This is an optimization exercise on Yosys and OpenROAD, whose aim is small area, a short achievable clock period and few clock cycles, not a production implementation. Only simulation tests tie the RTL to the original design; equivalence was not proved.

`flow/config.mk`:
```
export PLATFORM = sky130hd
export DESIGN_NAME = PN
export DESIGN_NICKNAME = PN
export VERILOG_FILES = /design/flow/design.v
export SDC_FILE = /design/flow/constraint.sdc
export NUM_CORES = 8
export LEC_CHECK = 0
export CAP_MARGIN = 20
export CORE_MARGIN = 2
export CORE_UTILIZATION = 55
export SLEW_MARGIN = 20
```
`flow/constraint.sdc`:
```
create_clock -name core_clock -period 15.0 [get_ports {clk}]
set_input_delay 3.0000 -clock core_clock [delete_from_list [all_inputs] [get_ports {clk}]]
set_output_delay 3.0000 -clock core_clock [all_outputs]
set_load 0.01 [all_outputs]
```
`flow/design.v`:
```
module BE #(
    parameter N = 7
) (
    input  signed [N-1:0] a,
    input  signed [N-1:0] b,
    output signed [N-1:0] min,
    output signed [N-1:0] max
);
    assign {min, max} = (a > b) ? {b, a} : {a, b};
endmodule
module two_stages_bitonic_sorter #(
    parameter N = 7
) (
    rst_n,
    clk,
    a,
    b,
    c,
    d,
    e,
    f,
    g,
    h,
    i,
    j,
    k,
    l,
    m,
    n,
    o,
    p
);
    input rst_n, clk;
    input signed [N-1:0] a, b, c, d, e, f, g, h;
    output signed [N-1:0] i, j, k, l, m, n, o, p;
    reg signed  [N-1:0] bitonic_seq_reg[0:7];
    wire signed [N-1:0] lv1_1_min;
    wire signed [N-1:0] lv1_1_max;
    wire signed [N-1:0] lv1_2_min;
    wire signed [N-1:0] lv1_2_max;
    wire signed [N-1:0] lv1_3_min;
    wire signed [N-1:0] lv1_3_max;
    wire signed [N-1:0] lv1_4_min;
    wire signed [N-1:0] lv1_4_max;
    wire signed [N-1:0] lv2_1_min;
    wire signed [N-1:0] lv2_1_max;
    wire signed [N-1:0] lv2_2_min;
    wire signed [N-1:0] lv2_2_max;
    wire signed [N-1:0] lv2_3_min;
    wire signed [N-1:0] lv2_3_max;
    wire signed [N-1:0] lv2_4_min;
    wire signed [N-1:0] lv2_4_max;
    wire signed [N-1:0] lv3_1_min;
    wire signed [N-1:0] lv3_1_max;
    wire signed [N-1:0] lv3_2_min;
    wire signed [N-1:0] lv3_2_max;
    wire signed [N-1:0] lv3_3_min;
    wire signed [N-1:0] lv3_3_max;
    wire signed [N-1:0] lv3_4_min;
    wire signed [N-1:0] lv3_4_max;
    BE #(
        .N(N)
    ) lv1_1 (
        .a  (a),
        .b  (b),
        .min(lv1_1_min),
        .max(lv1_1_max)
    );
    BE #(
        .N(N)
    ) lv1_2 (
        .a  (c),
        .b  (d),
        .min(lv1_2_min),
        .max(lv1_2_max)
    );
    BE #(
        .N(N)
    ) lv1_3 (
        .a  (e),
        .b  (f),
        .min(lv1_3_min),
        .max(lv1_3_max)
    );
    BE #(
        .N(N)
    ) lv1_4 (
        .a  (g),
        .b  (h),
        .min(lv1_4_min),
        .max(lv1_4_max)
    );
    BE #(
        .N(N)
    ) lv2_1 (
        .a  (lv1_1_min),
        .b  (lv1_2_max),
        .min(lv2_1_min),
        .max(lv2_1_max)
    );
    BE #(
        .N(N)
    ) lv2_2 (
        .a  (lv1_1_max),
        .b  (lv1_2_min),
        .min(lv2_2_min),
        .max(lv2_2_max)
    );
    BE #(
        .N(N)
    ) lv2_3 (
        .a  (lv1_3_min),
        .b  (lv1_4_max),
        .min(lv2_3_min),
        .max(lv2_3_max)
    );
    BE #(
        .N(N)
    ) lv2_4 (
        .a  (lv1_3_max),
        .b  (lv1_4_min),
        .min(lv2_4_min),
        .max(lv2_4_max)
    );
    BE #(
        .N(N)
    ) lv3_1 (
        .a  (lv2_1_min),
        .b  (lv2_2_min),
        .min(lv3_1_min),
        .max(lv3_1_max)
    );
    BE #(
        .N(N)
    ) lv3_2 (
        .a  (lv2_1_max),
        .b  (lv2_2_max),
        .min(lv3_2_min),
        .max(lv3_2_max)
    );
    BE #(
        .N(N)
    ) lv3_3 (
        .a  (lv2_3_max),
        .b  (lv2_4_max),
        .min(lv3_3_min),
        .max(lv3_3_max)
    );
    BE #(
        .N(N)
    ) lv3_4 (
        .a  (lv2_3_min),
        .b  (lv2_4_min),
        .min(lv3_4_min),
        .max(lv3_4_max)
    );
    always @(*) begin
            bitonic_seq_reg[0] = lv3_1_min;
            bitonic_seq_reg[1] = lv3_1_max;
            bitonic_seq_reg[2] = lv3_2_min;
            bitonic_seq_reg[3] = lv3_2_max;
            bitonic_seq_reg[4] = lv3_3_max;
            bitonic_seq_reg[5] = lv3_3_min;
            bitonic_seq_reg[6] = lv3_4_max;
            bitonic_seq_reg[7] = lv3_4_min;
    end
    wire signed [N-1:0] sort_lv1_1_min;
    wire signed [N-1:0] sort_lv1_1_max;
    wire signed [N-1:0] sort_lv1_2_min;
    wire signed [N-1:0] sort_lv1_2_max;
    wire signed [N-1:0] sort_lv1_3_min;
    wire signed [N-1:0] sort_lv1_3_max;
    wire signed [N-1:0] sort_lv1_4_min;
    wire signed [N-1:0] sort_lv1_4_max;
    wire signed [N-1:0] sort_lv2_1_min;
    wire signed [N-1:0] sort_lv2_1_max;
    wire signed [N-1:0] sort_lv2_2_min;
    wire signed [N-1:0] sort_lv2_2_max;
    wire signed [N-1:0] sort_lv2_3_min;
    wire signed [N-1:0] sort_lv2_3_max;
    wire signed [N-1:0] sort_lv2_4_min;
    wire signed [N-1:0] sort_lv2_4_max;
    BE #(
        .N(N)
    ) sort_lv1_1 (
        .a  (bitonic_seq_reg[0]),
        .b  (bitonic_seq_reg[4]),
        .min(sort_lv1_1_min),
        .max(sort_lv1_1_max)
    );
    BE #(
        .N(N)
    ) sort_lv1_2 (
        .a  (bitonic_seq_reg[1]),
        .b  (bitonic_seq_reg[5]),
        .min(sort_lv1_2_min),
        .max(sort_lv1_2_max)
    );
    BE #(
        .N(N)
    ) sort_lv1_3 (
        .a  (bitonic_seq_reg[2]),
        .b  (bitonic_seq_reg[6]),
        .min(sort_lv1_3_min),
        .max(sort_lv1_3_max)
    );
    BE #(
        .N(N)
    ) sort_lv1_4 (
        .a  (bitonic_seq_reg[3]),
        .b  (bitonic_seq_reg[7]),
        .min(sort_lv1_4_min),
        .max(sort_lv1_4_max)
    );
    BE #(
        .N(N)
    ) sort_lv2_1 (
        .a  (sort_lv1_1_min),
        .b  (sort_lv1_3_min),
        .min(sort_lv2_1_min),
        .max(sort_lv2_1_max)
    );
    BE #(
        .N(N)
    ) sort_lv2_2 (
        .a  (sort_lv1_1_max),
        .b  (sort_lv1_3_max),
        .min(sort_lv2_2_min),
        .max(sort_lv2_2_max)
    );
    BE #(
        .N(N)
    ) sort_lv2_3 (
        .a  (sort_lv1_2_min),
        .b  (sort_lv1_4_min),
        .min(sort_lv2_3_min),
        .max(sort_lv2_3_max)
    );
    BE #(
        .N(N)
    ) sort_lv2_4 (
        .a  (sort_lv1_2_max),
        .b  (sort_lv1_4_max),
        .min(sort_lv2_4_min),
        .max(sort_lv2_4_max)
    );
    BE #(
        .N(N)
    ) sort_lv3_1 (
        .a  (sort_lv2_1_min),
        .b  (sort_lv2_3_min),
        .min(i),
        .max(j)
    );
    BE #(
        .N(N)
    ) sort_lv3_2 (
        .a  (sort_lv2_1_max),
        .b  (sort_lv2_3_max),
        .min(k),
        .max(l)
    );
    BE #(
        .N(N)
    ) sort_lv3_3 (
        .a  (sort_lv2_2_min),
        .b  (sort_lv2_4_min),
        .min(m),
        .max(n)
    );
    BE #(
        .N(N)
    ) sort_lv3_4 (
        .a  (sort_lv2_2_max),
        .b  (sort_lv2_4_max),
        .min(o),
        .max(p)
    );
endmodule
module LIFO (
    in,
    full,
    empty,
    clk,
    rst_n,
    wn,
    rn,
    out
);
    parameter DATA_WIDTH = 16;
    parameter STACK_DEPTH = 16;
    input [DATA_WIDTH-1:0] in;
    input clk, rst_n, wn, rn;
    output reg [DATA_WIDTH-1:0] out;
    output full, empty;
    reg [3:0] sp;
    reg [DATA_WIDTH-1:0] memory[0:STACK_DEPTH-1];
    integer i;
    assign full  = (sp == 4'b1111) ? 1 : 0;
    assign empty = (sp == 4'b0000) ? 1 : 0;
    always @(*) begin
            out = memory[sp];
    end
    always @(posedge clk or negedge rst_n) begin
        if (~rst_n) begin
            for (i = 0; i < STACK_DEPTH; i = i + 1) begin
                memory[i] <= 'd0;
            end
            sp <= 1;
        end else if (wn & !full) begin
            memory[sp] <= in;
            sp <= sp + 1;
        end else if (rn & !empty) begin
            sp <= sp - 1;
        end
    end
endmodule
module PN (
    input clk,
    input rst_n,
    input [1:0] mode,
    input operator,
    input [2:0] in,
    input in_valid,
    output reg out_valid,
    output signed [31:0] out
);
    localparam S_IDLE = 2'd0, S_RUN = 2'd1, S_BOUT = 2'd2;
    reg [15:0] out_r;
    assign out = {{16{out_r[15]}}, out_r};
    reg [1:0] st;
    reg [1:0] md;
    reg [3:0] H;
    reg       hv;
    reg [3:0] Q [0:7];      
    reg [3:0] bl;
    wire      qempty = (bl == 4'd0);
    wire      h_op = H[3];
    wire [2:0] h_val = H[2:0];
    wire      last_tok = qempty && !in_valid;
    reg [15:0] acc;
    reg        acc_big;
    reg        hasval;
    reg [6:0]  S [0:6];
    reg [2:0]  sd;
    reg [15:0] B [0:2];
    wire [6:0] S0 = S[0];
    wire [6:0] S1 = S[1];
    reg        mulc, absn, absn_b, absn_o, casc, fin;
    reg [12:0] T;
    reg [1:0]  bpos;        
    reg [1:0]  nb;          
    reg        rpend, hc;
    reg [1:0]  aop;         
    reg        opB_v;       
    reg        dm_mul;      
    reg        inv;         
    reg        mrow;        
    reg        swap;        
    wire busy = mulc | absn;
    wire run = (st == S_RUN);
    wire take = run && !busy && !casc && hv;
    wire single = md[1];
    wire post = md[0];
    wire p_red = take && !post && !h_op && S0[4];
    wire p_op  = take && !post && h_op;
    wire p_set = take && !post && !h_op && !S0[4];
    wire q_op  = take && post && h_op;
    wire q_val = take && post && !h_op;
    wire c_step = run && !busy && casc;
    wire alu_go = p_red || q_op || c_step;
    wire [15:0] opA = S0[3] ? B[0] : {13'd0, S0[2:0]};
    wire [15:0] opB = opB_v ? {13'd0, h_val} : acc;
    wire [15:0] mc = swap ? acc : opA;
    wire e0 = swap ? S0[0] : opB[0];
    wire e1 = mulc ? T[0] : (swap ? S0[1] : opB[1]);
    wire e2 = mulc ? T[1] : (swap ? S0[2] : opB[2]);
    wire [15:0] R0 = mulc ? acc : dm_mul ? (mc & {16{e0}}) : (absn ? 16'd0 : opA);
    wire [15:0] bsel = absn ? acc : opB;
    wire [15:0] R1 = mrow ? ((mc << 1) & {16{e1}}) : (bsel ^ {16{inv}});
    wire [15:0] R2 = mrow ? ((mc << 2) & {16{e2}}) : 16'd0;
    wire [15:0] cs = R0 ^ R1 ^ R2;
    wire [15:0] cc = (R0 & R1) | (R0 & R2) | (R1 & R2);
    wire [15:0] res = cs + {cc[14:0], inv};
    wire mul_more0 = !swap && !opB_v && (acc[15:3] != 13'd0);
    wire mul_more1 = (T[12:2] != 11'd0);
    wire start_mulc = alu_go && dm_mul && mul_more0;
    wire abs_neg = alu_go && (aop == 2'd3) && res[15];
    wire op_done = (alu_go && !start_mulc) || (mulc && !mul_more1);
    wire c_pre = op_done && !post;
    wire c_post = op_done && post;
    wire c_last = (sd == 3'd1);
    wire c_casc = c_pre && !c_last && S1[4];
    wire c_setl = c_pre && !c_last && !S1[4];
    wire fin_now = q_op && last_tok && single;
    wire final_done = single && ((c_pre && c_last) || (c_post && (fin_now || fin)));
    wire s_emit = (final_done && !abs_neg) || (absn && absn_o);
    wire desc = !md[0];
    function bef;
        input [6:0] x, y;
        input d;
        reg [6:0] a, b;
        reg lt;
        integer k;
        begin
            a = {~x[6], x[5:0]};
            b = {~y[6], y[5:0]};
            lt = 1'b0;
            for (k = 0; k < 7; k = k + 1)
                lt = (!a[k] && b[k]) || (!(a[k] && !b[k]) && lt);
            bef = lt ^ d;
        end
    endfunction
    wire b_take = take && !single;
    wire b_third = b_take && (bpos == 2'd2);
    wire b_final = b_third && last_tok;
    wire b_ins = b_take && (bpos == 2'd0) && hasval;
    wire bub0 = b_take && (bpos == 2'd1) && (nb >= 2'd2) && bef(B[1][6:0], B[0][6:0], desc);
    wire bub1 = b_take && (bpos == 2'd2) && (nb == 2'd3) && bef(B[2][6:0], B[1][6:0], desc);
    wire bout = (st == S_BOUT);
    wire [6:0] bhead = hc ? B[1][6:0] : B[0][6:0];
    wire [1:0] hn = nb - {1'b0, hc};
    wire [6:0] cy = {cc[5:0], inv};
    wire [6:0] nb0 = ~B[0][6:0];
    wire [6:0] ds = cs[6:0] ^ cy ^ nb0;
    wire [6:0] dc = (cs[6:0] & cy) | (cs[6:0] & nb0) | (cy & nb0);
    wire [6:0] dif = ds + {dc[5:0], 1'b1};
    wire fwin = (nb == 2'd0) || (dif[6] ^ desc);
    wire owin = rpend && ((hn == 2'd0) || bef(acc[6:0], bhead, desc));
    wire [6:0] oval = owin ? acc[6:0] : bhead;
    wire bdone = bout && ({1'b0, hn} + {2'd0, rpend} == 3'd1);
    wire s_push = p_op || (q_val && hasval && !b_ins);
    wire [6:0] s_new = p_op ? {h_val[1:0], 5'd0} : {3'd0, acc_big, acc[2:0]};
    wire s_pop = (c_pre && !c_setl && single) || (c_pre && !single) || c_post;
    wire s_popset = c_setl && single;
    wire b_pushv = (q_val && hasval && acc_big && single) || s_popset || b_ins;
    wire b_popv = (c_pre || c_post) && S0[3];
    wire b_shift = start_mulc || (mulc && mul_more1);
    wire h_free = !hv || take;
    wire [3:0] H_n = h_free ? (qempty ? {operator, in} : Q[bl[2:0] - 3'd1]) : H;
    wire casc_n = c_pre ? (c_casc && single) : casc;
    wire mulc_n = start_mulc || (mulc && mul_more1);
    wire absn_n = abs_neg;
    wire accbig_n = (alu_go || mulc || absn) ? 1'b1 : q_val ? 1'b0 : acc_big;
    wire [6:0] S0_n = s_push ? s_new
                    : s_popset ? {S1[6:5], 2'b11, S1[2:0]}
                    : s_pop ? S1
                    : p_set ? {S0[6:5], 2'b10, h_val}
                    : S0;
    wire [1:0] aop_n = post ? H_n[1:0] : S0_n[6:5];
    wire opBv_n = !post && !casc_n;
    integer i;
    always @(posedge clk or negedge rst_n) begin
        if (!rst_n) begin
            st <= S_IDLE;
            hv <= 1'b0;
            bl <= 4'd0;
            hasval <= 1'b0;
            sd <= 3'd0;
            mulc <= 1'b0;
            absn <= 1'b0;
            casc <= 1'b0;
            fin <= 1'b0;
            bpos <= 2'd0;
            nb <= 2'd0;
            rpend <= 1'b0;
            hc <= 1'b0;
            out_valid <= 1'b0;
        end else begin
            if (st == S_IDLE) begin
                if (in_valid) st <= S_RUN;
            end else if (st == S_RUN) begin
                if (final_done) st <= S_IDLE;
                else if (b_final) st <= (nb == 2'd0) ? S_IDLE : S_BOUT;
            end else if (st == S_BOUT) begin
                if (bdone) st <= S_IDLE;
            end
            if (h_free) hv <= !qempty || in_valid;
            bl <= bl + {3'd0, in_valid && !(h_free && qempty)} - {3'd0, h_free && !qempty};
            if (s_push) sd <= sd + 3'd1;
            else if (s_pop || s_popset) sd <= sd - 3'd1;
            if (final_done || bdone || (b_final && nb == 2'd0) || (p_op && !single)) hasval <= 1'b0;
            else if (q_val || (c_pre && !single)) hasval <= 1'b1;
            if (start_mulc) mulc <= 1'b1;
            else if (mulc && !mul_more1) mulc <= 1'b0;
            absn <= abs_neg;
            casc <= casc_n;
            if (final_done) fin <= 1'b0;
            else if (fin_now) fin <= 1'b1;
            if (b_take) bpos <= (bpos == 2'd2) ? 2'd0 : bpos + 2'd1;
            if (bdone || (b_final && nb == 2'd0)) nb <= 2'd0;
            else if (b_ins) nb <= nb + 2'd1;
            else if (bout && hc) nb <= nb - 2'd1;
            if (b_final) begin
                rpend <= !fwin;
                hc <= !fwin;
            end else if (bout) begin
                rpend <= rpend && !owin;
                hc <= !owin;
            end
            out_valid <= s_emit || b_final || bout;
        end
    end
    always @(posedge clk) begin
        H <= H_n;
        aop <= aop_n;
        opB_v <= opBv_n;
        dm_mul <= !mulc_n && !absn_n && (aop_n == 2'd2);
        inv <= (!mulc_n && !absn_n && (aop_n == 2'd1)) || absn_n;
        mrow <= mulc_n || (!absn_n && (aop_n == 2'd2));
        swap <= !S0_n[3] && !opBv_n && accbig_n;
        if (in_valid) begin
            for (i = 7; i > 0; i = i - 1) Q[i] <= Q[i-1];
            Q[0] <= {operator, in};
        end
        if (st == S_IDLE && in_valid) md <= mode;
        if (alu_go || mulc || absn) begin
            acc <= res;
            acc_big <= 1'b1;
        end else if (q_val) begin
            acc <= {13'd0, h_val};
            acc_big <= 1'b0;
        end
        absn_b <= abs_neg && s_popset;
        absn_o <= abs_neg && final_done;
        if (s_push) begin
            for (i = 6; i > 0; i = i - 1) S[i] <= S[i-1];
        end else if (s_pop || s_popset) begin
            for (i = 1; i < 6; i = i + 1) S[i] <= S[i+1];
        end
        S[0] <= S0_n;
        if (b_pushv && b_popv) begin
            B[0] <= res;
        end else if (b_pushv) begin
            B[2] <= B[1];
            B[1] <= B[0];
            B[0] <= s_popset ? res : acc;
        end else if (b_popv || (bout && hc)) begin
            B[0] <= B[1];
            B[1] <= B[2];
        end else if (b_shift) begin
            B[0] <= B[0] << 2;
        end else if (absn && absn_b) begin
            B[0] <= res;
        end else if (bub0) begin
            B[0] <= B[1];
            B[1] <= B[0];
        end else if (bub1) begin
            B[1] <= B[2];
            B[2] <= B[1];
        end
        if (start_mulc) T <= acc[15:3];
        else if (mulc) T <= {2'd0, T[12:2]};
        if (bout || out_valid || (st == S_IDLE) || final_done || b_final)
            out_r <= bout ? {{9{oval[6]}}, oval}
                   : (out_valid || abs_neg || ((st == S_IDLE) && !absn)) ? 16'd0
                   : (b_third && !fwin) ? B[0] : res;
    end
endmodule
```
`flow/flow/run.sh`:
```
#!/bin/bash
# Own layout flow: the standard ORFS flow (standard.sh, unchanged synthesis),
# with ORFS's timing repair asked to reach a larger setup margin than the
# standard settings allow. The clock period and constraints are the design's.
set -euo pipefail
cd "$(dirname "${BASH_SOURCE[0]}")/.."
bash standard.sh SETUP_SLACK_MARGIN=10.5 finish > run_standard.log 2>&1
```
`flow/standard.sh`:
```
#!/bin/bash
# synth_recipe.tcl (not shown) runs the flow's synth.tcl, then flattens the netlist and writes it again
# the make line also repeats each setting of config.mk as NAME=value (left out here)
make -C /OpenROAD-flow-scripts/flow DESIGN_CONFIG=/design/flow/config.mk WORK_HOME=/design/flow/orfs CLKGATE_MAP_FILE= SYNTH_SCRIPT=/design/flow/synth_recipe.tcl "${@:-finish}"
```
==> key figures, run 1 <==
Outcome
  – Status: finished clean

Place
  – HPWL reported at the end of detailed placement: 22.2 mm
  – Cell count after placement: 1398
  – Placed Area: 13100 sq um
  – RePlAce Congestion: 0.892
  – Port-buffer cells: a little over 40

Synth
  – Sequential cell area fraction in the yosys report: 0.481
  – Post-synthesis cell area: approximately 13000 sq um
  – Share of the synthesized area in the top cell type: 0.414
  – Post-synthesis cell count: between 1000 and 1500
  – YS warnings: 4
  – Post-synth EDFFs: approximately 180
  – Average cell area after synthesis: 11.1 sq um
  – Syn nets: 1209
  – Largest cells by area after synthesis: edfxtp_1 (41%), mux2_2 (5.6%), dfrtp_1 (4.3%), ha_1 (3.7%), fa_1 (3.3%)
  – Yosys cell types: 91
  – Async SR Flop Fraction: 0.104
  – Count of state elements after synthesis: 212
  – Main flop type after synthesis: edfxtp_1
  – Leading area contributor after synthesis: edfxtp_1

Worst setup path
  – Crit path cell chain: clkdlybuf4s50_1
  – Critical path arrival: approximately 1.4 ns
  – Startpoint types: flop
  – Reg2reg setup slack: 10.57 ns
  – Worst r2r path cells: 15
  – Crit end category: primary output
  – CP Data Required Time: 12.00 ns
  – CP Max Fanout: 1
  – Largest delay share family, worst path: buffers and inverters
  – Setup Crit Path Kind: flop to primary output
  – Worst r2r src: H[2]
  – Reg-to-Reg End: out_r[14]
  – CP max stage cell: clkdlybuf4s50_1
  – CP Buf/Inv Count: 1
  – Slowest Stage Delay on Critical Path: 0.55 ns

Floorplan
  – Die Y: between 150 and 200 um
  – CORE AREA: 22600 sq um
  – Die boundary width: 156 um
  – Die ar.: 24300 sq um
  – Num ports: 42
  – FP Rows: 55
  – Initial Util: 0.561

Clocking
  – Clock Latency Late Sink: 0.53 ns
  – Clock buffer count from CTS: 25
  – CTS Root Cell: clkbuf_16
  – CTS tree: yes
  – Clock Pin Slew Worst Setup and Hold Paths: 0.06 ns
  – # clock sinks: 212
  – H-tree Lvls: 1
  – Clk buf depth: 3

Final layout
  – ANT cells: 0
  – Design area: 14500 sq um
  – Layout Cells excl Fill: 1481
  – Layout cells sized above 1: 0.178
  – Area growth from synthesis to layout: 13.9%
  – Final Net Count: between 1000 and 1500
  – Final Util: 0.639

Timing
  – Worst Skew: 0.00655 ns
  – Max Slew Vio Count: 0
  – RSZ-0062 raised after global routing: true
  – Final setup viols: 0
  – Period minus WS final: between 4 and 5 ns
  – Hold Vio Cnt, Final: 0
  – Fmax: between 0.2 and 0.25 GHz
  – Slew @ Worst Pin: around 1.1 ns
  – Setup_tns: 0 ns
  – Period utilization: 0.296
  – Relative slew slack: 0.282

Global route
  – Vias in the first global route: just under 9000
  – Largest net degree at the start of global routing: 50
  – Grt total ovfl: 0
  – Total GRT Usage: 0.266
  – First-pass GRT wire length: 50.1 mm
  – Initial antenna violation count: 0

Routing
  – DRT Wirelength: 32.4 mm
  – Antenna-violating nets left: 0
  – Drt pass-1 iters: 6
  – Via density: around 6.3
  – Avg WL per Cell: 21.9 um
  – DRT iter0 DRCs: just under 900
  – Remaining DRCs: 0
  – Vias: approximately 9000

Flow run
  – Max-cap violation count: 0

Worst hold path
  – Hold Path Class: flop to flop
  – Hold path depth: 0
  – Worst Hold Path EP: Q[7][3]
  – Critical hold path startpoint: Q[6][3]
==> flip-flops by register name (all words and copies together) (netlist names), 3 cells and up <==
name / cells
out_r: 16
S: 49
T: 13
Q: 32
sd: 3
B: 48
H: 4
bl: 4
acc: 16
==> through the flow <==
step / setup WS, ns / hold slack (ns)
finish: 10.56 / 0.445
global route: 10.48 / 0.456
CTS: 10.53 / 0.448
detailed placement: 9.09 / 0.432
global placement: 9.20 / 0.426
floorplan: 10.54 / 0.420
==> worst max path at each step <==
stage              from        end  cells past startpoint
2_1_floorplan  in_valid   out_r[0]                      5
3_3_place_gp   in_valid  out_r[11]                      7
3_5_place_dp   in_valid  out_r[10]                      7
4_1_cts            mulc  out_r[13]                     14
5_1_grt            H[2]  out_r[14]                     15
6_report       out_r[5]     out[5]                      1
==> final cells by class <==
type / instances / area [sq um]
Timing Repair Buffer: 86 / 810
Inverter: 71 / 270
Tap cell: 285 / 357
Clock inverter: 11 / 92.6
Clock buffer: 35 / 714
Fill cell: 1848 / 8170
Sequential cell: 212 / 6120
Multi-Input combinational cell: 781 / 6100
==> per-layer routing <==
layer / GRT usage / up-vias / part of all wire
li1: - / 4337 / -
met1: 0.362 / 4480 / 0.43
met2: 0.437 / 365 / 0.47
met3: 0.0372 / 77 / 0.062
met4: 0.100 / 0 / 0.039
met5: 0 / - / 0
==> logic make-up after synthesis <==
family	after synthesis	share of synthesized area
buffers and inverters	149	0.0542
and+or+nand+nor	299	0.113
adders and majority gates	65	0.0752
DFF	212	0.481
muxes	95	0.0829
xor gates and xnor gates	45	0.0327
AOI/OAI and AO/OA	276	0.161
==> what timing repair did <==
action	CTS	global route
cloned	2	0
setup buffers	16	18
resized for setup	44	24
pin swaps	4	4
hold buffers	0	0
setup endpoints to repair	83	42
==> cells in the mapped netlist, types with 6 or more instances <==
| cell | n |
|---|---|
| inv_1 | 70 |
| maj3_1 | 6 |
| nor3b_1 | 6 |
| dfrtp_1 | 22 |
| a21oi_1 | 33 |
| mux2_1 | 6 |
| nand2b_1 | 12 |
| a221oi_1 | 7 |
| and2_1 | 13 |
| xnor2_1 | 15 |
| xor2_1 | 28 |
| a31oi_1 | 12 |
| a21o_1 | 9 |
| o22ai_1 | 24 |
| nor4_1 | 9 |
| edfxtp_1 | 175 |
| a211oi_1 | 10 |
| ha_1 | 38 |
| nand3_1 | 17 |
| mux2_2 | 63 |
| dfxtp_1 | 15 |
| a222oi_1 | 15 |
| nand2_1 | 84 |
| a22o_1 | 17 |
| clkbuf_1 | 30 |
| nor2_1 | 95 |
| nor2b_1 | 13 |
| fa_1 | 21 |
| nand4_1 | 7 |
| buf_2 | 20 |
| nor3_1 | 18 |
| o211ai_1 | 6 |
| mux2i_1 | 24 |
| a22oi_1 | 12 |
| a221o_1 | 9 |
| buf_4 | 19 |
| o21ai_0 | 57 |
==> cells in the final DEF (no fill, tap or decap), drive strengths merged, types with 21 or more instances in the layout <==
master and count:
a21oi 33, clkdlybuf4s50 22, xor2 29, dfrtp 22
edfxtp 175, o21ai 62, nand2 84, clkbuf 37
inv 71, buf 43, nor2 96, ha 38
mux2i 26, mux2 70, o22ai 24, fa 21
Testbench counts, summed over its fixed seeds: cycles 36,846.
==> inputs of run 2 (changes only) <==
--- a/flow/design.v
+++ b/flow/design.v
@@ -332,9 +332,9 @@
     reg [1:0] md;
     reg [3:0] H;
     reg       hv;
-    reg [3:0] Q [0:7];      
-    reg [3:0] bl;
-    wire      qempty = (bl == 4'd0);
+    reg [3:0] Q [0:6];      
+    reg [2:0] bl;           
+    wire      qempty = (bl == 3'd0);
     wire      h_op = H[3];
     wire [2:0] h_val = H[2:0];
     wire      last_tok = qempty && !in_valid;
@@ -393,7 +393,11 @@
     wire c_casc = c_pre && !c_last && S1[4];
     wire c_setl = c_pre && !c_last && !S1[4];
     wire fin_now = q_op && last_tok && single;
+    wire fin_cand = (single && ((c_pre && c_last) || (c_post && (fin || (q_op && qempty)))))
+                  || (absn && absn_o) || (b_third && qempty);
     wire final_done = single && ((c_pre && c_last) || (c_post && (fin_now || fin)));
+    wire final_done_l = single && ((c_pre && c_last) || (c_post && ((q_op && qempty) || fin)));
+    wire final_done_n = single && ((c_pre && c_last) || (c_post && fin));
     wire s_emit = (final_done && !abs_neg) || (absn && absn_o);
     wire desc = !md[0];
     function bef;
@@ -437,7 +441,10 @@
     wire b_popv = (c_pre || c_post) && S0[3];
     wire b_shift = start_mulc || (mulc && mul_more1);
     wire h_free = !hv || take;
-    wire [3:0] H_n = h_free ? (qempty ? {operator, in} : Q[bl[2:0] - 3'd1]) : H;
+    wire [3:0] H_n = h_free ? (qempty ? {operator, in} : Q[bl - 3'd1]) : H;
+    wire q_pop = h_free && !qempty;
+    wire [2:0] bl_up = q_pop ? bl : bl + 3'd1;      
+    wire [2:0] bl_st = q_pop ? bl - 3'd1 : bl;      
     wire casc_n = c_pre ? (c_casc && single) : casc;
     wire mulc_n = start_mulc || (mulc && mul_more1);
     wire absn_n = abs_neg;
@@ -449,12 +456,30 @@
                     : S0;
     wire [1:0] aop_n = post ? H_n[1:0] : S0_n[6:5];
     wire opBv_n = !post && !casc_n;
+    reg [1:0] st_tok, st_end;
+    always @(*) begin
+        st_tok = st;
+        st_end = st;
+        case (st)
+            S_IDLE: st_tok = S_RUN;
+            S_RUN: begin
+                if (final_done_n) st_tok = S_IDLE;
+                if (final_done_l) st_end = S_IDLE;
+                else if (b_third && qempty) st_end = (nb == 2'd0) ? S_IDLE : S_BOUT;
+            end
+            S_BOUT: if (bdone) begin
+                st_tok = S_IDLE;
+                st_end = S_IDLE;
+            end
+            default: ;
+        endcase
+    end
     integer i;
     always @(posedge clk or negedge rst_n) begin
         if (!rst_n) begin
             st <= S_IDLE;
             hv <= 1'b0;
-            bl <= 4'd0;
+            bl <= 3'd0;
             hasval <= 1'b0;
             sd <= 3'd0;
             mulc <= 1'b0;
@@ -467,16 +492,9 @@
             hc <= 1'b0;
             out_valid <= 1'b0;
         end else begin
-            if (st == S_IDLE) begin
-                if (in_valid) st <= S_RUN;
-            end else if (st == S_RUN) begin
-                if (final_done) st <= S_IDLE;
-                else if (b_final) st <= (nb == 2'd0) ? S_IDLE : S_BOUT;
-            end else if (st == S_BOUT) begin
-                if (bdone) st <= S_IDLE;
-            end
+            st <= in_valid ? st_tok : st_end;
             if (h_free) hv <= !qempty || in_valid;
-            bl <= bl + {3'd0, in_valid && !(h_free && qempty)} - {3'd0, h_free && !qempty};
+            bl <= (in_valid && !(h_free && qempty)) ? bl_up : bl_st;
             if (s_push) sd <= sd + 3'd1;
             else if (s_pop || s_popset) sd <= sd - 3'd1;
             if (final_done || bdone || (b_final && nb == 2'd0) || (p_op && !single)) hasval <= 1'b0;
@@ -498,7 +516,8 @@
                 rpend <= rpend && !owin;
                 hc <= !owin;
             end
-            out_valid <= s_emit || b_final || bout;
+            out_valid <= in_valid ? (((final_done_n && !abs_neg) || (absn && absn_o)) || bout)
+                                  : (((final_done_l && !abs_neg) || (absn && absn_o)) || (b_third && qempty) || bout);
         end
     end
     always @(posedge clk) begin
@@ -510,7 +529,7 @@
         mrow <= mulc_n || (!absn_n && (aop_n == 2'd2));
         swap <= !S0_n[3] && !opBv_n && accbig_n;
         if (in_valid) begin
-            for (i = 7; i > 0; i = i - 1) Q[i] <= Q[i-1];
+            for (i = 6; i > 0; i = i - 1) Q[i] <= Q[i-1];
             Q[0] <= {operator, in};
         end
         if (st == S_IDLE && in_valid) md <= mode;
@@ -551,9 +570,9 @@
         end
         if (start_mulc) T <= acc[15:3];
         else if (mulc) T <= {2'd0, T[12:2]};
-        if (bout || out_valid || (st == S_IDLE) || final_done || b_final)
+        if (!in_valid || bout || out_valid || (st == S_IDLE))
             out_r <= bout ? {{9{oval[6]}}, oval}
-                   : (out_valid || abs_neg || ((st == S_IDLE) && !absn)) ? 16'd0
+                   : (out_valid || abs_neg || ((st == S_IDLE) && !absn) || !fin_cand) ? 16'd0
                    : (b_third && !fwin) ? B[0] : res;
     end
 endmodule
==> flow/flow/run.sh (replaced) <==
#!/bin/bash
# Own layout flow: the standard ORFS flow (standard.sh, unchanged synthesis),
# with two layout settings beyond the standard ones: ORFS's timing repair aims
# for a larger setup margin, and the port buffers are buf_4 cells. The clock
# period and constraints are the design's.
set -euo pipefail
cd "$(dirname "${BASH_SOURCE[0]}")/.."
bash standard.sh SETUP_SLACK_MARGIN=10.6 \
    "BUFFER_PORTS_ARGS=-buffer_cell sky130_fd_sc_hd__buf_4" finish > run_standard.log 2>&1
==> run 2 against run 1 <==
Compared with the run above: global-route usage rose by 2.0 points; highest routed layer unchanged; critical path depth is 18 higher; clock-buffer cell count shrank 7; sequential share of layout area down 1.1 points; worst hold slack better by 0.0072 ns; final area up 0.27%; still clean on timing, DRC and antenna.
==> key figures, run 2 <==
Outcome
  – Status: finished clean

Synth
  – Post-synthesis cell area: 12800 sq um (+0.43%)
  – Yosys cell types: 95 (+4.4%)
  – Main flop type after synthesis: edfxtp_1
  – Top post-synthesis cells by count: nand2_1 (210), edfxtp_1 (171), nor2_1 (72)
  – Async SR Flop Fraction: 0.101 (-0.00232)
  – Post-synthesis cell count: 1255 (+10%)
  – Post-synth EDFFs: 171 (-2.3%)
  – Count of state elements after synthesis: 207 (-2.4%)
  – Syn nets: 1321 (+9.3%)
  – Share of the synthesized area in the top cell type: 0.402 (-0.0112)
  – Leading area contributor after synthesis: edfxtp_1
  – Largest cells by area after synthesis: edfxtp_1 (40%), nand2_1 (6.2%), dfrtp_1 (4.1%), ha_1 (3.6%), fa_1 (3.1%)
  – Average cell area after synthesis: 10.2 sq um (-8.7%)
  – Sequential cell area fraction in the yosys report: 0.467 (-0.0134)
  – Count leader, synth: nand2_1
  – YS warnings: 4 (unchanged)

Worst setup path
  – CP Data Required Time: 15.24 ns (+3.24 ns)
  – Setup Crit Path Kind: flop to flop
  – CP Max Fanout: 7 (+6)
  – Critical path arrival: 4.60 ns (+3.16 ns)
  – Worst r2r path cells: 19 (+4)
  – Crit end category: flop
  – Startpoint types: flop

Clocking
  – # clock sinks: 207 (-2.4%)
  – Clock Latency Late Sink: 0.53 ns (about the same)
  – H-tree Lvls: 1 (unchanged)
  – Clock Pin Slew Worst Setup and Hold Paths: 0.06 ns (about the same)
  – CTS tree: yes
  – CTS Root Cell: clkbuf_16
  – Clk buf depth: 3 (unchanged)
  – Clock buffer count from CTS: 23 (-8.0%)

Floorplan
  – Die Y: 156 um (+0.21%)
  – Die boundary width: 156 um (+0.21%)
  – Die ar.: 24400 sq um (+0.42%)
  – CORE AREA: 22700 sq um (+0.30%)
  – Initial Util: 0.562 (+0.000723)
  – FP Rows: 55 (unchanged)
  – Num ports: 42 (unchanged)

Worst hold path
  – Hold path depth: 0 (unchanged)
  – Hold Path Class: flop to flop

Final layout
  – Largest register FFs: 49 (unchanged)
  – ANT cells: 0 (unchanged)
  – Layout cells sized above 1: 0.181 (+0.00282)
  – Area growth from synthesis to layout: 13.7%
  – Most frequent cells in the layout: nand2_1 (210), edfxtp_1 (171), buf_4 (87)
  – Top reg by flops: S
  – Fillers: 1932 (+4.5%)
  – Most common cell after layout, fill and taps aside: nand2_1
  – Design area: 14500 sq um (+0.27%)
  – Final Net Count: 1361 (+9.3%)
  – Top Registers: S (49), B (48), Q (28)

Routing
  – DRT Wirelength: 35.2 mm (+8.6%)
  – Via density: 6.23 (-0.43%)
  – Drt pass-1 iters: 6 (unchanged)
  – Vias: 9929 (+7.2%)
  – Remaining DRCs: 0 (unchanged)
  – Avg WL per Cell: 22.1 um (+0.85%)
  – Antenna-violating nets left: 0 (unchanged)
  – DRT iter0 DRCs: 1211 (+38%)

Global route
  – Largest net degree at the start of global routing: 41 (-18%)
  – Vias in the first global route: 9129 (+3.3%)
  – Total GRT Usage: 0.286 (+0.0195)
  – Initial antenna violation count: 0 (unchanged)
  – First-pass GRT wire length: 53.5 mm (+6.8%)
  – Grt total ovfl: 0 (unchanged)

Timing
  – Period utilization: 0.291 (-0.00478)
  – Setup_tns: 0 ns (unchanged)
  – RSZ-0062 raised after global routing: true
  – Worst Skew: 0.00945 ns (+0.00290 ns)
  – Relative slew slack: 0.301 (+0.0193)
  – Fmax: 0.229 GHz (+1.6%)
  – Max Slew Vio Count: 0 (unchanged)
  – Hold Vio Cnt, Final: 0 (unchanged)
  – Period minus WS final: 4.36 ns (-0.0717 ns)
  – Slew @ Worst Pin: 1.04 ns (-0.0319 ns)
  – Final setup viols: 0 (unchanged)

Flow run
  – Max-cap violation count: 0 (unchanged)

Place
  – Placed Area: 13100 sq um (about the same)
  – Port-buffer cells: 41 (unchanged)
  – HPWL reported at the end of detailed placement: 25.1 mm (+13%)
  – RePlAce Congestion: 0.937 (+5.0%)
[run 2: cell count changes after synthesis, moves of 11 or more]
cell / previous run / this run
nor2_1: 95 / 72
a21oi_1: 33 / 59
mux2_2: 63 / 25
nand2_1: 84 / 210
clkbuf_1: 30 / 41
o22ai_1: 24 / 11
[run 2: final timing paths]
path                       slack [ns]     from         to
setup / recovery                10.64     mulc  out_r[14]
hold / removal                   0.45  Q[1][3]    Q[2][3]
setup reg to reg                10.64     mulc  out_r[14]
hold reg to reg                  0.45  Q[1][3]    Q[2][3]
max in group asynchronous       12.39    rst_n       mulc
min in group asynchronous        2.35    rst_n      sd[0]
[run 2: cell families (layout without fill, tap and decap cells)]
logic type,Yosys count,in the layout,synth area share
compound gates,302,302,0.165
buf+inv,153,208,0.0549
mux,67,67,0.0559
flops,207,207,0.467
simple gates,417,417,0.151
xor+xnor,47,47,0.0340
fa+ha+maj,62,62,0.0717
[run 2: cell type report]
| cell class | instances | area [sq um] | area share |
|---|---|---|---|
| clock buffers | 28 | 594 | 0.0410 |
| clock inverters | 12 | 126 | 0.00871 |
| inverters | 71 | 267 | 0.0184 |
| multi-input cells | 895 | 6370 | 0.439 |
| flip-flops and latches | 207 | 5980 | 0.412 |
| well taps | 285 | 357 | 0.0246 |
| repair buffers | 97 | 811 | 0.0559 |
[run 2: worst max-delay path: stages, from the launching register on]
cell      delay (ns)
dfrtp_2         0.44
buf_12          0.14
nor2b_4         0.12
a211oi_4        0.26
buf_6           0.18
a31oi_4         0.09
fa_1            0.58
inv_2           0.05
fa_1            0.44
ha_1            0.31
a21o_1          0.19
a21oi_2         0.15
o21ai_2         0.09
xnor2_2         0.16
nor3_2          0.18
buf_4           0.19
buf_8           0.14
buf_6           0.09
mux2i_1         0.19
o21ai_1         0.09
[run 2: stage by stage]
stage	utilization	worst slack (ns)	std cells	hold WS, ns
final	0.639	10.64	1595	0.452
after global routing	0.639	10.51	1595	0.454
after CTS	0.623	10.56	1577	0.452
after detailed placement	0.578	9.02	1514	0.432
after global placement	0.578	9.21	1514	0.433
after floorplan	-	10.61	1255	0.420
[run 2: what timing repair did]
item                                    4_1_cts  5_1_grt
gates resized for setup                      28       54
cloned                                        2        1
setup buffers                                21       16
pin swaps                                     4       23
hold buffers                                  0        0
endpoints found under the setup margin       65       44
[run 2: metal layers]
| metal | up-vias | share of wire | global-route usage | routed length (um) |
|---|---|---|---|---|
| li1 | 4640 | - | - | - |
| met1 | 4753 | 0.47 | 0.450 | 16600 |
| met5 | - | 0 | 0 | 0 |
| met3 | 55 | 0.087 | 0.0462 | 3060 |
| met2 | 481 | 0.42 | 0.414 | 14900 |
| met4 | 0 | 0.019 | 0.0638 | 684 |
Testbench counts of run 2, summed over its fixed seeds: cycles 36,846.
==> inputs of run 3 (changes only) <==
--- a/flow/flow/run.sh
+++ b/flow/flow/run.sh
@@ -5,5 +5,5 @@
 # period and constraints are the design's.
 set -euo pipefail
 cd "$(dirname "${BASH_SOURCE[0]}")/.."
-bash standard.sh SETUP_SLACK_MARGIN=10.6 \
+bash standard.sh SETUP_SLACK_MARGIN=11.0 \
     "BUFFER_PORTS_ARGS=-buffer_cell sky130_fd_sc_hd__buf_4" finish > run_standard.log 2>&1
==> run 3 against run 2 <==
Compared with the run above: still clean on timing, DRC and antenna; worst hold slack worse by 0.0069 ns; first-iteration DRC count is 11% higher; cell count is 2.8% higher; maximum frequency is 1.0% higher; critical path depth is 1 lower; final area is 5.6% higher; utilization is 3.6 points higher; synthesized cell count stayed put; area after synthesis stayed put; via count is 4.3% higher; critical path type unchanged; critical endpoint is now out_r[5].
==> key figures, run 3 <==
Outcome
  – Status: finished clean

Clocking
  – Clk buf depth: 3 (unchanged)
  – CTS Root Cell: clkbuf_16
  – Clock Latency Late Sink: 0.55 ns (+0.02 ns)
  – Clock Pin Slew Worst Setup and Hold Paths: 0.06 ns (about the same)
  – Clock buffer count from CTS: 24 (+4.3%)
  – # clock sinks: 207 (unchanged)
  – H-tree Lvls: 1 (unchanged)
  – CTS tree: yes

Worst setup path
  – Startpoint types: flop
  – Crit end category: flop
  – CP max stage cell: fa_1
  – Critical path arrival: 4.59 ns (about the same)
  – Crit path cell chain: buf_12 -> buf_4 -> nand2_1 -> o21ai_2 -> o21a_2 -> buf_4 -> and2_1 -> fa_1 -> ha_4 -> o21a_1 -> o2bb2ai_1 -> nor2_1 -> nand2_1 -> o31a_1 -> xnor3_2 -> buf_6 -> or2_4 -> a32o_1
  – Worst r2r path cells: 18 (-1)
  – CP Max Fanout: 8 (+1)
  – CP Data Required Time: 15.27 ns (+0.03 ns)
  – Slowest Stage Delay on Critical Path: 0.55 ns (-0.03 ns)
  – Setup Crit Path Kind: flop to flop

Floorplan
  – FP Rows: 55 (unchanged)
  – CORE AREA: 22700 sq um (unchanged)
  – Initial Util: 0.562 (unchanged)
  – Die boundary width: 156 um (unchanged)
  – Die Y: 156 um (unchanged)
  – Num ports: 42 (unchanged)
  – Die ar.: 24400 sq um (unchanged)

Synth
  – Sequential cell area fraction in the yosys report: 0.467 (unchanged)
  – Post-synth EDFFs: 171 (unchanged)
  – YS warnings: 4 (unchanged)
  – Average cell area after synthesis: 10.2 sq um (unchanged)
  – Leading area contributor after synthesis: edfxtp_1
  – Top post-synthesis cells by count: nand2_1 (210), edfxtp_1 (171), nor2_1 (72)
  – Syn nets: 1321 (unchanged)
  – Count of state elements after synthesis: 207 (unchanged)
  – Yosys cell types: 95 (unchanged)
  – Async SR Flop Fraction: 0.101 (unchanged)
  – Largest cells by area after synthesis: edfxtp_1 (40%), nand2_1 (6.2%), dfrtp_1 (4.1%), ha_1 (3.6%), fa_1 (3.1%)
  – Main flop type after synthesis: edfxtp_1
  – Share of the synthesized area in the top cell type: 0.402 (unchanged)
  – Count leader, synth: nand2_1
  – Post-synthesis cell count: 1255 (unchanged)
  – Post-synthesis cell area: 12800 sq um (unchanged)

Final layout
  – Area growth from synthesis to layout: 20.0%
  – ANT cells: 0 (unchanged)
  – Top Registers: S (49), B (48), Q (28)
  – Largest register FFs: 49 (unchanged)
  – Most frequent cells in the layout: nand2_1 (209), edfxtp_1 (171), buf_4 (101)
  – Most common cell after layout, fill and taps aside: nand2_1
  – Layout cells sized above 1: 0.242 (+0.0613)
  – Final Net Count: 1403 (+3.1%)
  – Top reg by flops: S
  – Fillers: 1781 (-7.8%)

Timing
  – Worst Slack Setup Final: 10.68 ns (+0.0437 ns)
  – Period minus WS final: 4.32 ns (-0.0437 ns)
  – Period utilization: 0.288 (-0.00291)
  – Final setup viols: 0 (unchanged)
  – Relative slew slack: 0.338 (+0.0375)
  – Worst Skew: 0.0337 ns (+0.0242 ns)
  – Slew @ Worst Pin: 0.992 ns (-0.0492 ns)
  – RSZ-0062 raised after global routing: true
  – Fmax: 0.231 GHz (+1.0%)
  – Hold Vio Cnt, Final: 0 (unchanged)
  – Max Slew Vio Count: 0 (unchanged)
  – Setup_tns: 0 ns (unchanged)

Routing
  – Drt pass-1 iters: 5 (-1)
  – DRT Wirelength: 37.4 mm (+6.3%)
  – Vias: 10400 (+4.3%)
  – Remaining DRCs: 0 (unchanged)
  – DRT iter0 DRCs: 1347 (+11%)
  – Antenna-violating nets left: 0 (unchanged)
  – Avg WL per Cell: 22.8 um (+3.5%)
  – Via density: 6.32 (+1.5%)

Worst hold path
  – Hold Path Class: flop to flop
  – Hold path depth: 0 (unchanged)

Global route
  – Largest net degree at the start of global routing: 41 (unchanged)
  – Grt total ovfl: 0 (unchanged)
  – First-pass GRT wire length: 57.5 mm (+7.6%)
  – Vias in the first global route: 9948 (+9.0%)
  – Initial antenna violation count: 0 (unchanged)
  – Total GRT Usage: 0.308 (+0.0224)

Place
  – Port-buffer cells: 41 (unchanged)
  – Pre-CTS setup slack: 9.84 ns (+0.813 ns)
  – HPWL reported at the end of detailed placement: 25.8 mm (+2.6%)
  – RePlAce Congestion: 0.965 (+2.9%)

Flow run
  – Max-cap violation count: 0 (unchanged)
==> run 3: cell types whose count changed in the layout (fill, tap and decap cells not counted), moves of 4 or more <==
cell     delta
buf_4      +14
o21ai_2     +7
o21ai_0    -10
ha_1        -6
a21oi_1    -12
ha_4        +4
xor2_2      +4
buf_6      +25
a21oi_2    +11
==> run 3: final cells by class <==
class,count,area (sq um),share of cell area
repair buffers,138,1300,0.0849
multi-input cells,895,6670,0.435
well taps,285,357,0.0233
flip-flops and latches,207,5980,0.391
clock inverters,17,136,0.00890
inverters,71,269,0.0176
clock buffers,26,608,0.0397
==> run 3: worst max-delay path, delay by kind of cell (launching register included) <==
kind            cells  cell delay [ns]
compound gates      6             1.08
xor+xnor            1             0.34
fa+ha+maj           2             0.88
buf+inv             4             0.65
flops               1             0.42
simple gates        5             0.71
==> run 3: metrics by stage <==
| stage | hold slack [ns] | cells | util | cell area [sq um] |
|---|---|---|---|---|
| 4_1_cts | 0.450 | 1620 | 0.656 | 14900 |
| 6_report | 0.445 | 1639 | 0.675 | 15300 |
| 3_5_place_dp | 0.438 | 1517 | 0.582 | 13200 |
| 5_1_grt | 0.453 | 1639 | 0.675 | 15300 |
| 2_1_floorplan | 0.420 | 1255 | - | 12900 |
| 3_3_place_gp | 0.430 | 1517 | 0.582 | 13200 |
==> run 3: per-layer routing <==
metal / vias up / routed length, um / GRT usage / share of wire
li1: 4722 / - / - / -
met1: 4965 / 16500 / 0.460 / 0.44
met2: 570 / 15300 / 0.437 / 0.41
met3: 99 / 4280 / 0.0834 / 0.11
met4: 0 / 1370 / 0.0961 / 0.037
met5: - / 0 / 0 / 0
==> run 3: kinds of logic after synthesis <==
| kind of cell | after synthesis | share of synthesized area |
|---|---|---|
| AND/OR/NAND/NOR | 417 | 0.151 |
| multiplexers | 67 | 0.0559 |
| buffers and inverters | 153 | 0.0549 |
| flip-flops | 207 | 0.467 |
| adder cells (fa/ha/maj) | 62 | 0.0717 |
| XOR/XNOR | 47 | 0.0340 |
| AO/OA/AOI/OAI | 302 | 0.165 |
==> run 3: worst paths after layout <==
path / start / end / slack [ns]
max: mulc / out_r[5] / 10.68
min: S[5][4] / S[6][4] / 0.44
max reg2reg: mulc / out_r[5] / 10.68
min reg2reg: S[5][4] / S[6][4] / 0.44
max in group asynchronous: rst_n / absn / 12.38
min in group asynchronous: rst_n / sd[0] / 2.34
==> run 3: repair_timing <==
action / 4_1_cts / 5_1_grt
pin swaps: 34 / 29
cloned: 4 / 1
buffers inserted: 56 / 18
hold buffers: 0 / 0
setup endpoints to repair: 121 / 129
gates resized for setup: 113 / 49
endpoints found under the hold margin: 0 / 0
==> inputs of run 4 (changes only) <==
--- a/flow/flow/run.sh
+++ b/flow/flow/run.sh
@@ -5,5 +5,5 @@
 # period and constraints are the design's.
 set -euo pipefail
 cd "$(dirname "${BASH_SOURCE[0]}")/.."
-bash standard.sh SETUP_SLACK_MARGIN=11.0 \
+bash standard.sh SETUP_SLACK_MARGIN=10.8 \
     "BUFFER_PORTS_ARGS=-buffer_cell sky130_fd_sc_hd__buf_4" finish > run_standard.log 2>&1
==> run 4 against run 3 <==
Compared with the run above: cell count is 1.8% lower; routed wire length fell by 1.5%; via count fell by 0.89%; final area down 3.3%; critical endpoint is now out_r[7].
==> key figures, run 4 <==
Outcome
  – Status: finished clean

Timing
  – Final setup viols: 0 (unchanged)
  – Hold Vio Cnt, Final: 0 (unchanged)
  – Worst Skew: 0.0189 ns (-0.0148 ns)
  – Setup_tns: 0 ns (unchanged)
  – Fmax: 0.234 GHz (+1.2%)
  – Relative slew slack: 0.351 (+0.0127)
  – Worst Slack Setup Final: 10.73 ns (+0.0510 ns)
  – Period minus WS final: 4.27 ns (-0.0510 ns)
  – Slew @ Worst Pin: 0.970 ns (-0.0220 ns)
  – Hold Slack: 0.451 ns (+0.00585 ns)
  – Max Slew Vio Count: 0 (unchanged)
  – RSZ-0062 raised after global routing: true
  – Period utilization: 0.285 (-0.00340)

Global route
  – Total GRT Usage: 0.302 (-0.00578)
  – Initial antenna violation count: 0 (unchanged)
  – Largest net degree at the start of global routing: 44 (+7.3%)
  – Vias in the first global route: 9686 (-2.6%)
  – Grt total ovfl: 0 (unchanged)
  – First-pass GRT wire length: 56.7 mm (-1.4%)

Worst setup path
  – Critical Path Sink: out_r[7]
  – Crit path cell chain: mux2i_4 -> o21ai_0 -> and2_4 -> buf_4 -> a22oi_1 -> nor2_1 -> a21oi_1 -> fa_1 -> inv_1 -> ha_2 -> a21oi_2 -> o221ai_1 -> a21oi_1 -> o31a_1 -> xnor3_2 -> o21ai_4 -> buf_6 -> buf_12 -> o21ai_0
  – Worst r2r path cells: 19 (+1)
  – CP Buf/Inv Count: 4 (unchanged)
  – Critical path depth: 19 (+1)
  – CP Data Required Time: 15.22 ns (-0.05 ns)
  – Setup Crit Path Kind: flop to flop
  – Crit end category: flop
  – Reg2reg setup slack: 10.73 ns (+0.05 ns)
  – Reg-to-Reg End: out_r[7]
  – Slowest Stage Delay on Critical Path: 0.49 ns (-0.06 ns)
  – Startpoint types: flop
  – CP Max Fanout: 7 (-1)
  – Crit path from: acc[0]
  – CP max stage cell: edfxtp_1
  – Critical path arrival: 4.48 ns (-0.11 ns)
  – Largest delay share family, worst path: compound AO/OA/AOI/OAI gates
  – Worst r2r src: acc[0]

Synth
  – Post-synthesis cell area: 12800 sq um (unchanged)
  – Post-synthesis cell count: 1255 (unchanged)
  – Leading area contributor after synthesis: edfxtp_1
  – Async SR Flop Fraction: 0.101 (unchanged)
  – Sequential cell area fraction in the yosys report: 0.467 (unchanged)
  – Count leader, synth: nand2_1
  – Syn nets: 1321 (unchanged)
  – Average cell area after synthesis: 10.2 sq um (unchanged)
  – Post-synth EDFFs: 171 (unchanged)
  – Top post-synthesis cells by count: nand2_1 (210), edfxtp_1 (171), nor2_1 (72)
  – Largest cells by area after synthesis: edfxtp_1 (40%), nand2_1 (6.2%), dfrtp_1 (4.1%), ha_1 (3.6%), fa_1 (3.1%)
  – Main flop type after synthesis: edfxtp_1
  – Share of the synthesized area in the top cell type: 0.402 (unchanged)
  – Yosys cell types: 95 (unchanged)
  – Count of state elements after synthesis: 207 (unchanged)
  – YS warnings: 4 (unchanged)

Clocking
  – Clock buffer count from CTS: 24 (unchanged)
  – H-tree Lvls: 1 (unchanged)
  – Clock Pin Slew Worst Setup and Hold Paths: 0.06 ns (about the same)
  – Clock Latency Late Sink: 0.53 ns (-0.02 ns)
  – # clock sinks: 207 (unchanged)
  – CTS Root Cell: clkbuf_16
  – Hold-fix buffers, CTS: 0 (unchanged)
  – CTS tree: yes
  – Clk buf depth: 3 (unchanged)

Place
  – Pre-CTS setup slack: 9.77 ns (-0.0636 ns)
  – RePlAce Congestion: 0.986 (+2.2%)
  – Port-buffer cells: 41 (unchanged)
  – HPWL reported at the end of detailed placement: 25.4 mm (-1.4%)
  – Cell count after placement: 1514 (-0.20%)

Final layout
  – Layout Cells excl Fill: 1609 (-1.8%)
  – Sequential cell area: 5980 sq um (about the same)
  – Final Util: 0.653 (-0.0221)
  – Final Net Count: 1371 (-2.3%)
  – Top reg by flops: S
  – Fillers: 1814 (+1.9%)
  – Layout cells sized above 1: 0.208 (-0.0344)
  – Most frequent cells in the layout: nand2_1 (209), edfxtp_1 (171), buf_4 (92)
  – Most common cell after layout, fill and taps aside: nand2_1
  – Largest register FFs: 49 (unchanged)
  – Multi-input logic area: 6460 sq um (-3.0%)
  – Area growth from synthesis to layout: 16.1%
  – Top Registers: S (49), B (48), Q (28)

Routing
  – DRT Wirelength: 36.9 mm (-1.5%)
  – Avg WL per Cell: 22.9 um (+0.33%)
  – Via density: 6.38 (+0.96%)
  – Remaining DRCs: 0 (unchanged)
  – Antenna-violating nets left: 0 (unchanged)
  – Vias: 10300 (-0.89%)
  – Drt pass-1 iters: 8 (+3)
  – DRT iter0 DRCs: 1413 (+4.9%)

Worst hold path
  – Hold path depth: 0 (unchanged)
  – Hold Path Class: flop to flop

Floorplan
  – Die boundary width: 156 um (unchanged)
  – Die ar.: 24400 sq um (unchanged)
  – Num ports: 42 (unchanged)
  – FP Rows: 55 (unchanged)
  – CORE AREA: 22700 sq um (unchanged)
  – Initial Util: 0.562 (unchanged)
  – Die Y: 156 um (unchanged)

Flow run
  – Max-cap violation count: 0 (unchanged)
-- run 4: repair_timing --
action,CTS,global route
pin swaps,22,31
resized for setup,55,66
setup buffers,34,12
cloned,4,0
endpoints found under the setup margin,96,69
-- run 4: cell type report --
class	count	share of cell area
clock buffers	29	0.0418
well taps	285	0.0241
diodes	1	0.000169
repair buffers	106	0.0644
multi-input cells	895	0.436
inverters	71	0.0180
flip-flops and latches	207	0.404
clock inverters	15	0.0114
-- run 4: logic make-up (layout without fill, tap and decap cells) --
group           after synthesis  after routing  share of synthesized area
compound gates              302            302                      0.165
xor+xnor                     47             47                     0.0340
fa+ha+maj                    62             62                     0.0717
buf+inv                     153            221                     0.0549
flops                       207            207                      0.467
mux                          67             67                     0.0559
other cells                   0              1                          0
simple gates                417            417                      0.151
-- run 4: through the flow --
step / instance area [sq um]
after global routing: 14800
final: 14800
after CTS: 14500
after detailed placement: 13100
after global placement: 13100
after floorplan: 12800
-- run 4: worst register-to-register path, stage by stage (launching register included) --
cell and delay (ns):
edfxtp_1 0.49, mux2i_4 0.20, o21ai_0 0.09, and2_4 0.20, buf_4 0.17, a22oi_1 0.17, nor2_1 0.06, a21oi_1 0.14
fa_1 0.46, inv_1 0.08, ha_2 0.31, a21oi_2 0.17, o221ai_1 0.13, a21oi_1 0.20, o31a_1 0.17, xnor3_2 0.37
o21ai_4 0.21, buf_6 0.12, buf_12 0.11, o21ai_0 0.10
-- run 4: how the worst min path moves through the flow --
stage | from | to | slack, ns
finish | Q[2][1] | Q[3][1] | 0.45
global route | S[5][2] | S[6][2] | 0.46
CTS | Q[2][1] | Q[3][1] | 0.45
detailed placement | Q[2][1] | Q[3][1] | 0.44
global placement | Q[2][1] | Q[3][1] | 0.43
floorplan | Q[5][3] | Q[6][3] | 0.42
-- run 4: per-layer routing --
metal  GRT usage  part of all wire  vias to the layer above
met5           0                 0                        -
met4      0.0939             0.032                        0
met3      0.0684              0.11                       92
met2       0.419              0.41                      559
met1       0.469              0.44                     4962
li1            -                 -                     4651
==> inputs of run 5 (changes only) <==
--- a/flow/design.v
+++ b/flow/design.v
@@ -348,6 +348,7 @@
     wire [6:0] S1 = S[1];
     reg        mulc, absn, absn_b, absn_o, casc, fin;
     reg [12:0] T;
+    reg [2:0]  dg;          
     reg [1:0]  bpos;        
     reg [1:0]  nb;          
     reg        rpend, hc;
@@ -357,6 +358,10 @@
     reg        inv;         
     reg        mrow;        
     reg        swap;        
+    reg        mc_b0;       
+    reg        mc_sm;       
+    reg        r0_pass;     
+    reg        b_acc;       
     wire busy = mulc | absn;
     wire run = (st == S_RUN);
     wire take = run && !busy && !casc && hv;
@@ -371,12 +376,12 @@
     wire alu_go = p_red || q_op || c_step;
     wire [15:0] opA = S0[3] ? B[0] : {13'd0, S0[2:0]};
     wire [15:0] opB = opB_v ? {13'd0, h_val} : acc;
-    wire [15:0] mc = swap ? acc : opA;
-    wire e0 = swap ? S0[0] : opB[0];
-    wire e1 = mulc ? T[0] : (swap ? S0[1] : opB[1]);
-    wire e2 = mulc ? T[1] : (swap ? S0[2] : opB[2]);
-    wire [15:0] R0 = mulc ? acc : dm_mul ? (mc & {16{e0}}) : (absn ? 16'd0 : opA);
-    wire [15:0] bsel = absn ? acc : opB;
+    wire [15:0] mc = ({16{swap}} & acc) | ({16{mc_b0}} & B[0]) | ({13'd0, {3{mc_sm}} & S0[2:0]});
+    wire e0 = dg[0];
+    wire e1 = dg[1];
+    wire e2 = dg[2];
+    wire [15:0] R0 = ({16{mulc}} & acc) | ({16{dm_mul && e0}} & mc) | ({16{r0_pass}} & opA);
+    wire [15:0] bsel = b_acc ? acc : {13'd0, h_val};
     wire [15:0] R1 = mrow ? ((mc << 1) & {16{e1}}) : (bsel ^ {16{inv}});
     wire [15:0] R2 = mrow ? ((mc << 2) & {16{e2}}) : 16'd0;
     wire [15:0] cs = R0 ^ R1 ^ R2;
@@ -456,6 +461,10 @@
                     : S0;
     wire [1:0] aop_n = post ? H_n[1:0] : S0_n[6:5];
     wire opBv_n = !post && !casc_n;
+    wire swap_n = !S0_n[3] && !opBv_n && accbig_n;
+    wire [2:0] acc_n = (alu_go || mulc || absn) ? res[2:0] : q_val ? h_val : acc[2:0];
+    wire [2:0] opB_n = opBv_n ? H_n[2:0] : acc_n;
+    wire [12:0] T_n = start_mulc ? acc[15:3] : mulc ? {2'd0, T[12:2]} : T;
     reg [1:0] st_tok, st_end;
     always @(*) begin
         st_tok = st;
@@ -527,7 +536,11 @@
         dm_mul <= !mulc_n && !absn_n && (aop_n == 2'd2);
         inv <= (!mulc_n && !absn_n && (aop_n == 2'd1)) || absn_n;
         mrow <= mulc_n || (!absn_n && (aop_n == 2'd2));
-        swap <= !S0_n[3] && !opBv_n && accbig_n;
+        swap <= swap_n;
+        mc_b0 <= !swap_n && S0_n[3];
+        mc_sm <= !swap_n && !S0_n[3];
+        r0_pass <= !mulc_n && !absn_n && (aop_n != 2'd2);
+        b_acc <= absn_n || !opBv_n;
         if (in_valid) begin
             for (i = 6; i > 0; i = i - 1) Q[i] <= Q[i-1];
             Q[0] <= {operator, in};
@@ -568,8 +581,10 @@
             B[1] <= B[2];
             B[2] <= B[1];
         end
-        if (start_mulc) T <= acc[15:3];
-        else if (mulc) T <= {2'd0, T[12:2]};
+        T <= T_n;
+        dg <= {mulc_n ? T_n[1] : (swap_n ? S0_n[2] : opB_n[2]),
+               mulc_n ? T_n[0] : (swap_n ? S0_n[1] : opB_n[1]),
+               swap_n ? S0_n[0] : opB_n[0]};
         if (!in_valid || bout || out_valid || (st == S_IDLE))
             out_r <= bout ? {{9{oval[6]}}, oval}
                    : (out_valid || abs_neg || ((st == S_IDLE) && !absn) || !fin_cand) ? 16'd0
--- a/flow/flow/run.sh
+++ b/flow/flow/run.sh
@@ -5,5 +5,5 @@
 # period and constraints are the design's.
 set -euo pipefail
 cd "$(dirname "${BASH_SOURCE[0]}")/.."
-bash standard.sh SETUP_SLACK_MARGIN=10.8 \
+bash standard.sh SETUP_SLACK_MARGIN=10.9 \
     "BUFFER_PORTS_ARGS=-buffer_cell sky130_fd_sc_hd__buf_4" finish > run_standard.log 2>&1
==> run 5 against run 4 <==
Compared with the run above: utilization down 0.55 points; routed wire length down 2.5%; final area fell by 0.84%; critical path type is now flop to primary output.
==> key figures, run 5 <==
Outcome
  – Status: finished clean

Final layout
  – Area growth from synthesis to layout: 15.0%
  – Top Registers: S (49), B (48), Q (28)
  – Largest register FFs: 49 (unchanged)
  – ANT cells: 0 (-1)
  – Layout cells sized above 1: 0.185 (-0.0224)
  – Final Util: 0.647 (-0.00551)
  – Most frequent cells in the layout: nand2_1 (196), edfxtp_1 (165), buf_4 (87)
  – Top reg by flops: S

Global route
  – Grt met1 use: 0.450 (-0.0189)
  – Vias in the first global route: 9521 (-1.7%)
  – Grt total ovfl: 0 (unchanged)

Worst setup path
  – Reg-to-Reg End: out_r[8]
  – Crit path cell chain: buf_12 -> buf_4
  – Slowest Stage Delay on Critical Path: 0.41 ns (-0.08 ns)
  – Startpoint types: flop
  – Worst r2r path cells: 14 (-5)
  – Reg2reg setup slack: 10.83 ns (+0.10 ns)
  – CP max stage cell: edfxtp_1
  – CP Data Required Time: 12.00 ns (-3.22 ns)

Floorplan
  – Die ar.: 24500 sq um (+0.10%)
  – Num ports: 42 (unchanged)

Synth
  – Post-synth EDFFs: 165 (-3.5%)
  – Main flop type after synthesis: edfxtp_1
  – Count of state elements after synthesis: 214 (+3.4%)
  – Sequential cell area fraction in the yosys report: 0.473 (+0.00576)
  – Syn nets: 1327 (+0.45%)
  – Count leader, synth: nand2_1

Place
  – HPWL reported at the end of detailed placement: 25.4 mm (-0.19%)
  – Pre-CTS setup slack: 9.75 ns (-0.0211 ns)

Routing
  – DRT iter0 DRCs: 1060 (-25%)
  – Drt pass-1 iters: 8 (unchanged)
  – Vias: 10100 (-1.8%)
  – Via density: 6.27 (-1.6%)

Timing
  – Worst Slack Setup Final: 10.77 ns (+0.0370 ns)
  – Period utilization: 0.282 (-0.00247)
  – Slew @ Worst Pin: 1.06 ns (+0.0893 ns)
  – Period minus WS final: 4.23 ns (-0.0370 ns)
  – Hold Slack: 0.444 ns (-0.00668 ns)

Worst hold path
  – Hold Path Class: flop to flop
  – Critical hold path startpoint: Q[0][2]

Clocking
  – Clock buffer count from CTS: 24 (unchanged)
  – Clk buf depth: 3 (unchanged)
  – CTS tree: yes
  – H-tree Lvls: 1 (unchanged)
  – Hold-fix buffers, CTS: 0 (unchanged)
run 5: cell count changes after synthesis, moves of 6 or more:
cell	previous run	this run
dfxtp_1	15	28
nand2_1	210	197
o22ai_1	11	24
nor2_1	72	81
o211ai_1	10	1
a21oi_1	59	51
a22oi_1	21	29
a222oi_1	11	18
and3_1	3	9
edfxtp_1	171	165
nor2b_1	16	10
run 5: how the worst max path moves through the flow:
stage	start	to	slack, ns	depth (start not counted)
after CTS	out_r[15]	out[22]	10.76	2
after global placement	mrow	out_r[8]	9.86	13
final	out_r[15]	out[27]	10.77	2
after floorplan	in_valid	out_r[0]	10.90	2
after detailed placement	mrow	out_r[8]	9.75	13
after global routing	B[0][5]	out_r[8]	10.61	14
run 5: cells by family (layout without fill, tap and decap cells):
group                    count (synthesis)  count (layout)  share of synthesized area
flip-flops                             214             214                      0.473
XOR/XNOR                                47              47                     0.0322
AND/OR/NAND/NOR                        416             416                      0.151
AO/OA/AOI/OAI                          307             308                      0.167
buffers and inverters                  150             209                     0.0508
multiplexers                            65              65                     0.0540
adder cells (fa/ha/maj)                 62              62                     0.0715
run 5: metal layers:
metal	vias to the layer above	routed length, um
met5	-	13
met4	2	843
met3	67	3620
met2	474	14900
met1	4857	16600
li1	4677	-
run 5: final cells by class:
| type | instances | area, sq um | share of cell area |
|---|---|---|---|
| Tap cell | 285 | 357 | 0.0243 |
| Inverter | 69 | 259 | 0.0176 |
| Clock buffer | 26 | 618 | 0.0421 |
| Multi-Input combinational cell | 898 | 6430 | 0.437 |
| Sequential cell | 214 | 6060 | 0.412 |
| Clock inverter | 18 | 201 | 0.0137 |
| Timing Repair Buffer | 96 | 772 | 0.0525 |
run 5: stage by stage:
step | instances | instance area (sq um)
5_1_grt | 1606 | 14700
2_1_floorplan | 1261 | 12800
6_report | 1606 | 14700
3_3_place_gp | 1519 | 13200
3_5_place_dp | 1519 | 13200
4_1_cts | 1600 | 14500
run 5: repair_timing:
item,CTS,global route
resized for setup,50,42
setup buffers,36,6
pin swaps,18,11
cloned,1,0
endpoints found under the setup margin,57,71
hold endpoints to repair,0,0
run 5: critical path: cells and delay by family, from the launching register on:
family,cells,cell delay (ns)
buf+inv,2,0.31
flops,1,0.41
Testbench counts of run 5, summed over its fixed seeds: cycles 36,846.

## static timing again, ports no longer ideal
How much do the figures lean on ideal ports? The routed layouts below were timed once more, with nothing changed but the port constraints. Step 1 assumes that a clkbuf_16 drives the clock port and a buf_2 every other input. Step 2 also shifts input and output timing later by t, the mid clock arrival at the registers, as if the neighbouring blocks saw the same clock. Three values: no drivers, after step 1, after step 2; two values: the first two.
run	t, ns	slack for setup (ns)	hold slack, ns	latest minus earliest clock arrival (ns)	worst data-port slew with drivers (ns)
run 1	0.571	10.564 / 10.516 / 10.192	0.445 / 0.445 / 0.445	0.008 / 0.007	0.03
run 2	0.577	10.636 / 10.636 / 10.320	0.452 / 0.452 / 0.452	0.011 / 0.010	0.03
run 3	0.578	10.680 / 10.680 / 10.564	0.445 / 0.445 / 0.445	0.034 / 0.034	0.06
run 4	0.575	10.731 / 10.699 / 10.514	0.451 / 0.451 / 0.451	0.019 / 0.019	0.04
run 5	0.568	10.768 / 10.721 / 10.509	0.444 / 0.444 / 0.444	0.014 / 0.013	0.04
After both steps every run listed still meets setup and hold. The setup slack of run 1, which loses most, moves by -0.048 ns with the drivers and by -0.372 ns with both steps.
